Background: an optimization exercise with open tools, aiming at small area. Do not read the settings as production practice. Function was checked by simulation only, so behaviour that the tests miss may differ from the original. The flow treats the clock pin as an ideal source. Dropping or thinning the clock tree relies on that and would not hold on a real chip. No activity file was given, so power comes from the tool's default toggle rates.

## XMLDecoder
module XMLDecoder(
    input CLOCK,
    input rst,           
    input inValid,
    input inEop,
    input [7:0] in,
    output reg outValid,
    output reg outEop,
    output reg [7:0] out,
    output isData,
    output isTag,
    output reg isTagName,
    output reg isTagKey,
    output reg isTagValue,
    output reg isComment,
    output reg [3:0] tagDepth,
    output reg depthPush,
    output reg depthPop,
    output [7:0] s0,
    output [7:0] s1,
    output [7:0] s2,
    output [7:0] s3,
    output [7:0] s4,
    output [7:0] s5,
    output [7:0] s6,
    output [7:0] s7
    );
For scale: about 120 flip-flops, ~98 I/O pins.
==> flow/config.mk <==
export PLATFORM = sky130hd
export DESIGN_NAME = XMLDecoder
export DESIGN_NICKNAME = XMLDecoder
export VERILOG_FILES = /design/flow/design.v
export SDC_FILE = /design/flow/constraint.sdc
export NUM_CORES = 4
export LEC_CHECK = 0
export CAP_MARGIN = 20
export CORE_MARGIN = 2
export CORE_UTILIZATION = 30
export SLEW_MARGIN = 20
==> flow/constraint.sdc <==
create_clock -name core_clock -period 5.0 [get_ports {CLOCK}]
set_input_delay 1.0000 -clock core_clock [delete_from_list [all_inputs] [get_ports {CLOCK}]]
set_output_delay 1.0000 -clock core_clock [all_outputs]
set_load 0.01 [all_outputs]
standard.sh (not shown) runs the stock make flow with config.mk's settings and CLKGATE_MAP_FILE= SYNTH_SCRIPT=/design/flow/synth_recipe.tcl, a recipe that flattens the netlist after the stock synthesis.
==> flow/flow/run.sh <==
#!/bin/bash
# Own layout flow: the standard ORFS flow (standard.sh) with
#  - an area-oriented abc script in synthesis (flow/synth.tcl, flow/area.abc),
#    run with eight &deepsyn seeds, keeping the smallest netlist,
#  - the smallest buffer (buf_1) on every input and output port,
#  - a hand-built two-level clock tree in place of TritonCTS (flow/cts_hook.tcl,
#    flow/manual_cts.tcl): CLOCK -> clkinv_8 -> 10 clkinv_4 -> flip-flops.
# The full make output goes to run.log in the work folder; each ORFS tool's log
# is under orfs/logs/.
set -euo pipefail
WORK=$(pwd)
export FLOW_SYNTH_TCL=$WORK/synth_recipe.tcl
export AREA_ABC_SCRIPT=$WORK/flow/area.abc
export MCTS_ROOT=sky130_fd_sc_hd__clkinv_8
export MCTS_LEAF=sky130_fd_sc_hd__clkinv_4
export MCTS_NLEAF=10
export AREA_ABC_SEEDS="1 2 3 4 5 6 7 8"
bash standard.sh \
  "SYNTH_SCRIPT=$WORK/flow/synth.tcl" \
  "BUFFER_PORTS_ARGS=-buffer_cell sky130_fd_sc_hd__buf_1" \
  "PRE_CTS_TCL=$WORK/flow/cts_hook.tcl" \
  finish > "$WORK/run.log" 2>&1
==> flow/flow/area.abc <==
&get -n
&st
&deepsyn -T 30 -S @SEED@
&dch
&nf -R 1000 -p -a -C 32
&put
==> flow/flow/cts_hook.tcl <==
# PRE_CTS_TCL hook: ORFS's cts.tcl calls clock_tree_synthesis right after this
# file is sourced; this replaces that call with the two-level clock tree of
# manual_cts.tcl (inverter root, inverter leaves). Everything else in cts.tcl
# (placement legalisation, timing repair) runs as usual.
source [file join [file dirname [info script]] manual_cts.tcl]
proc clock_tree_synthesis {args} {
  manual_clock_tree $::env(MCTS_ROOT) $::env(MCTS_LEAF) $::env(MCTS_NLEAF)
  set_propagated_clock [all_clocks]
}
==> flow/flow/synth.tcl <==
# The standard synthesis (synth_recipe.tcl) with one change: the combinational
# mapping step (abc) runs an area-oriented script in place of the ORFS speed
# script: a time-limited &deepsyn restructuring then area-recovering &nf
# mapping. It is run with several deepsyn seeds and the smallest result kept.
# Flip-flop mapping and register names are untouched.
proc abc {args} {
  set i [lsearch -exact $args -script]
  if { $i < 0 } { yosys abc {*}$args; return }
  set libs {}
  foreach lib $::env(LIB_FILES) { lappend libs -liberty $lib }
  yosys design -save pre_abc
  set best_area 1e30
  set best_seed -1
  foreach seed $::env(AREA_ABC_SEEDS) {
    yosys design -load pre_abc
    set script $::env(OBJECTS_DIR)/area_abc_$seed.script
    set f [open $script w]
    puts $f [string map [list @SEED@ $seed] [read [set g [open $::env(AREA_ABC_SCRIPT)]]]]
    close $g
    close $f
    lset args [expr {$i + 1}] $script
    yosys abc {*}$args
    yosys tee -q -o $::env(OBJECTS_DIR)/area_abc_$seed.stat stat {*}$libs
    set fh [open $::env(OBJECTS_DIR)/area_abc_$seed.stat]
    set txt [read $fh]
    close $fh
    regexp {Chip area for module[^:]*:\s*([0-9.]+)} $txt -> area
    puts "area_abc seed $seed: chip area $area"
    if { $area < $best_area } {
      set best_area $area
      set best_seed $seed
      yosys design -save abc_best
    }
  }
  puts "area_abc: keeping seed $best_seed, chip area $best_area"
  yosys design -load abc_best
}
source $::env(FLOW_SYNTH_TCL)
Other scripts of this flow, unchanged in this note and not shown: flow/flow/manual_cts.tcl
Change:
--- a/flow/flow/run.sh
+++ b/flow/flow/run.sh
@@ -6,3 +6,3 @@
 #  - a hand-built two-level clock tree in place of TritonCTS (flow/cts_hook.tcl,
-#    flow/manual_cts.tcl): CLOCK -> clkinv_8 -> 10 clkinv_4 -> flip-flops.
+#    flow/manual_cts.tcl): CLOCK -> clkinv_8 -> 9 clkinv_4 -> flip-flops.
 # The full make output goes to run.log in the work folder; each ORFS tool's log
@@ -15,3 +15,3 @@
 export MCTS_LEAF=sky130_fd_sc_hd__clkinv_4
-export MCTS_NLEAF=10
+export MCTS_NLEAF=9
 export AREA_ABC_SEEDS="1 2 3 4 5 6 7 8"
Setup slack degrades by 370 ps.
First-iteration DRC count goes down by 38%.
Register-to-register slack degrades by 580 ps.
Change:
--- a/flow/flow/run.sh
+++ b/flow/flow/run.sh
@@ -3,6 +3,6 @@
 #  - an area-oriented abc script in synthesis (flow/synth.tcl, flow/area.abc),
-#    run with eight &deepsyn seeds, keeping the smallest netlist,
+#    run with four &deepsyn seeds, keeping the smallest netlist,
 #  - the smallest buffer (buf_1) on every input and output port,
 #  - a hand-built two-level clock tree in place of TritonCTS (flow/cts_hook.tcl,
-#    flow/manual_cts.tcl): CLOCK -> clkinv_8 -> 9 clkinv_4 -> flip-flops.
+#    flow/manual_cts.tcl): CLOCK -> clkinv_8 -> 10 clkinv_4 -> flip-flops.
 # The full make output goes to run.log in the work folder; each ORFS tool's log
@@ -15,4 +15,4 @@
 export MCTS_LEAF=sky130_fd_sc_hd__clkinv_4
-export MCTS_NLEAF=9
-export AREA_ABC_SEEDS="1 2 3 4 5 6 7 8"
+export MCTS_NLEAF=10
+export AREA_ABC_SEEDS="1 2 3 4"
 bash standard.sh \
==> flow/flow/area.abc (replaced) <==
&get -n
&st
&deepsyn -T 40 -S @SEED@
&dch
&nf -R 1000 -p -a -C 32
&put
Global-route usage went down by 0.30 points.
Area after synthesis went down by 0.37%.
Power went up by 0.49%.
Final area went down by 0.48%.
Via count went up by 2.0%.
Setup slack gains 370 ps.
Final cell count went down by 0.79%.
Sequential power stays flat.
Clock power went up by about 2%.
Change:
--- a/flow/flow/run.sh
+++ b/flow/flow/run.sh
@@ -3,3 +3,2 @@
 #  - an area-oriented abc script in synthesis (flow/synth.tcl, flow/area.abc),
-#    run with four &deepsyn seeds, keeping the smallest netlist,
 #  - the smallest buffer (buf_1) on every input and output port,
@@ -16,3 +15,2 @@
 export MCTS_NLEAF=10
-export AREA_ABC_SEEDS="1 2 3 4"
 bash standard.sh \
==> flow/flow/area.abc (replaced) <==
&get -n
&st
&deepsyn -T 60
&dch
&nf -R 1000 -p -a -C 32
&put
==> flow/flow/synth.tcl (replaced) <==
# The standard synthesis (synth_recipe.tcl) with one change: the combinational
# mapping step (abc) runs an area-oriented script, flow/area.abc (a 60 s
# &deepsyn restructuring, then area-recovering &nf mapping), in place of the
# ORFS speed script. Flip-flop mapping and register names are untouched.
proc abc {args} {
  set i [lsearch -exact $args -script]
  if { $i >= 0 } { lset args [expr {$i + 1}] $::env(AREA_ABC_SCRIPT) }
  yosys abc {*}$args
}
source $::env(FLOW_SYNTH_TCL)
Setup slack loses 470 ps.
Routed wire length grows by a few percent.
Via count shrinks slightly.
Design area grows slightly.
Utilization grows by 0.13 points.
Synthesized area grows slightly.
Change:
--- a/flow/flow/run.sh
+++ b/flow/flow/run.sh
@@ -3,2 +3,4 @@
 #  - an area-oriented abc script in synthesis (flow/synth.tcl, flow/area.abc),
+#    run with eight &deepsyn seeds, keeping the smallest netlist, and with
+#    no adder extraction (ADDER_MAP_FILE empty), so abc maps the adders too,
 #  - the smallest buffer (buf_1) on every input and output port,
@@ -15,4 +17,6 @@
 export MCTS_NLEAF=10
+export AREA_ABC_SEEDS="1 2 3 4 5 6 7 8"
 bash standard.sh \
   "SYNTH_SCRIPT=$WORK/flow/synth.tcl" \
+  "ADDER_MAP_FILE=" \
   "BUFFER_PORTS_ARGS=-buffer_cell sky130_fd_sc_hd__buf_1" \
==> flow/flow/area.abc (replaced) <==
&get -n
&st
&deepsyn -T 30 -S @SEED@
&dch
&nf -R 1000 -p -a -C 32
&put
==> flow/flow/synth.tcl (replaced) <==
# The standard synthesis (synth_recipe.tcl) with one change: the combinational
# mapping step (abc) runs an area-oriented script in place of the ORFS speed
# script: a time-limited &deepsyn restructuring then area-recovering &nf
# mapping. It is run with several deepsyn seeds and the smallest result kept.
# Flip-flop mapping and register names are untouched.
proc abc {args} {
  set i [lsearch -exact $args -script]
  if { $i < 0 } { yosys abc {*}$args; return }
  set libs {}
  foreach lib $::env(LIB_FILES) { lappend libs -liberty $lib }
  yosys design -save pre_abc
  set best_area 1e30
  set best_seed -1
  foreach seed $::env(AREA_ABC_SEEDS) {
    yosys design -load pre_abc
    set script $::env(OBJECTS_DIR)/area_abc_$seed.script
    set f [open $script w]
    puts $f [string map [list @SEED@ $seed] [read [set g [open $::env(AREA_ABC_SCRIPT)]]]]
    close $g
    close $f
    lset args [expr {$i + 1}] $script
    yosys abc {*}$args
    yosys tee -q -o $::env(OBJECTS_DIR)/area_abc_$seed.stat stat {*}$libs
    set fh [open $::env(OBJECTS_DIR)/area_abc_$seed.stat]
    set txt [read $fh]
    close $fh
    regexp {Chip area for module[^:]*:\s*([0-9.]+)} $txt -> area
    puts "area_abc seed $seed: chip area $area"
    if { $area < $best_area } {
      set best_area $area
      set best_seed $seed
      yosys design -save abc_best
    }
  }
  puts "area_abc: keeping seed $best_seed, chip area $best_area"
  yosys design -load abc_best
}
source $::env(FLOW_SYNTH_TCL)
- register-to-register slack gains 630 ps
- critical path depth is higher by 1
- first-iteration DRC count went down by about 0.5%
- global-route usage is lower by 0.83 points
- die area shrinks by about 2.3%
- utilization barely changes
- maximum frequency increases by about 18%
- area after synthesis went down by 2.4%
- power fell by 0.66%
- design area went down by 1.4%
Change:
--- a/flow/flow/run.sh
+++ b/flow/flow/run.sh
@@ -7,3 +7,3 @@
 #  - a hand-built two-level clock tree in place of TritonCTS (flow/cts_hook.tcl,
-#    flow/manual_cts.tcl): CLOCK -> clkinv_8 -> 10 clkinv_4 -> flip-flops.
+#    flow/manual_cts.tcl): CLOCK -> clkinv_8 -> 9 clkinv_4 -> flip-flops.
 # The full make output goes to run.log in the work folder; each ORFS tool's log
@@ -16,3 +16,3 @@
 export MCTS_LEAF=sky130_fd_sc_hd__clkinv_4
-export MCTS_NLEAF=10
+export MCTS_NLEAF=9
 export AREA_ABC_SEEDS="1 2 3 4 5 6 7 8"
Synthesized area does not change.
Cell area is about the same.
Via count is about the same.
Setup slack loses 35 ps.
Final cell count is about the same.
Total power goes down by about 1.8%.
Routed wire length goes down by 0.55%.
Flip-flop and latch count is unchanged.
Register-to-register slack loses 30 ps.
In every run of this note, the design's own scripts or RTL, not TritonCTS, make the clock network.

-- afterwards: timing with drivers on the ports --
In the flow no input, the clock included, has a driving cell. The finished layouts below were timed again as built, in two steps. Step 1: set_driving_cell puts a clkbuf_16 on CLOCK and a buf_2 on each other input, an assumption about the parent block. Step 2 also shifts input and output timing later by t, the mid clock arrival at the registers, as if the neighbouring blocks saw the same clock. a / b / c = no drivers / after step 1 / after step 2; a / b = the first two.
run	shift t [ns]	setup slack, ns	latest minus earliest clock arrival (ns)	worst slew at a driven data input, ns	pins driven straight from the clock port
the first run	0.315	1.403 / 1.429 / 1.114	0.018 / 0.018	0.03	1
the second run	0.307	1.036 / 1.036 / 0.891	0.039 / 0.040	0.04	1
the third run	0.315	1.403 / 1.429 / 1.114	0.018 / 0.018	0.03	1
the fourth run	0.317	0.938 / 0.938 / 0.938	0.022 / 0.022	0.04	1
the fifth run	0.323	1.568 / 1.568 / 1.568	0.034 / 0.035	0.03	1
the sixth run	0.302	1.534 / 1.534 / 1.534	0.021 / 0.021	0.03	1
After both steps setup and hold are still met in every run listed.
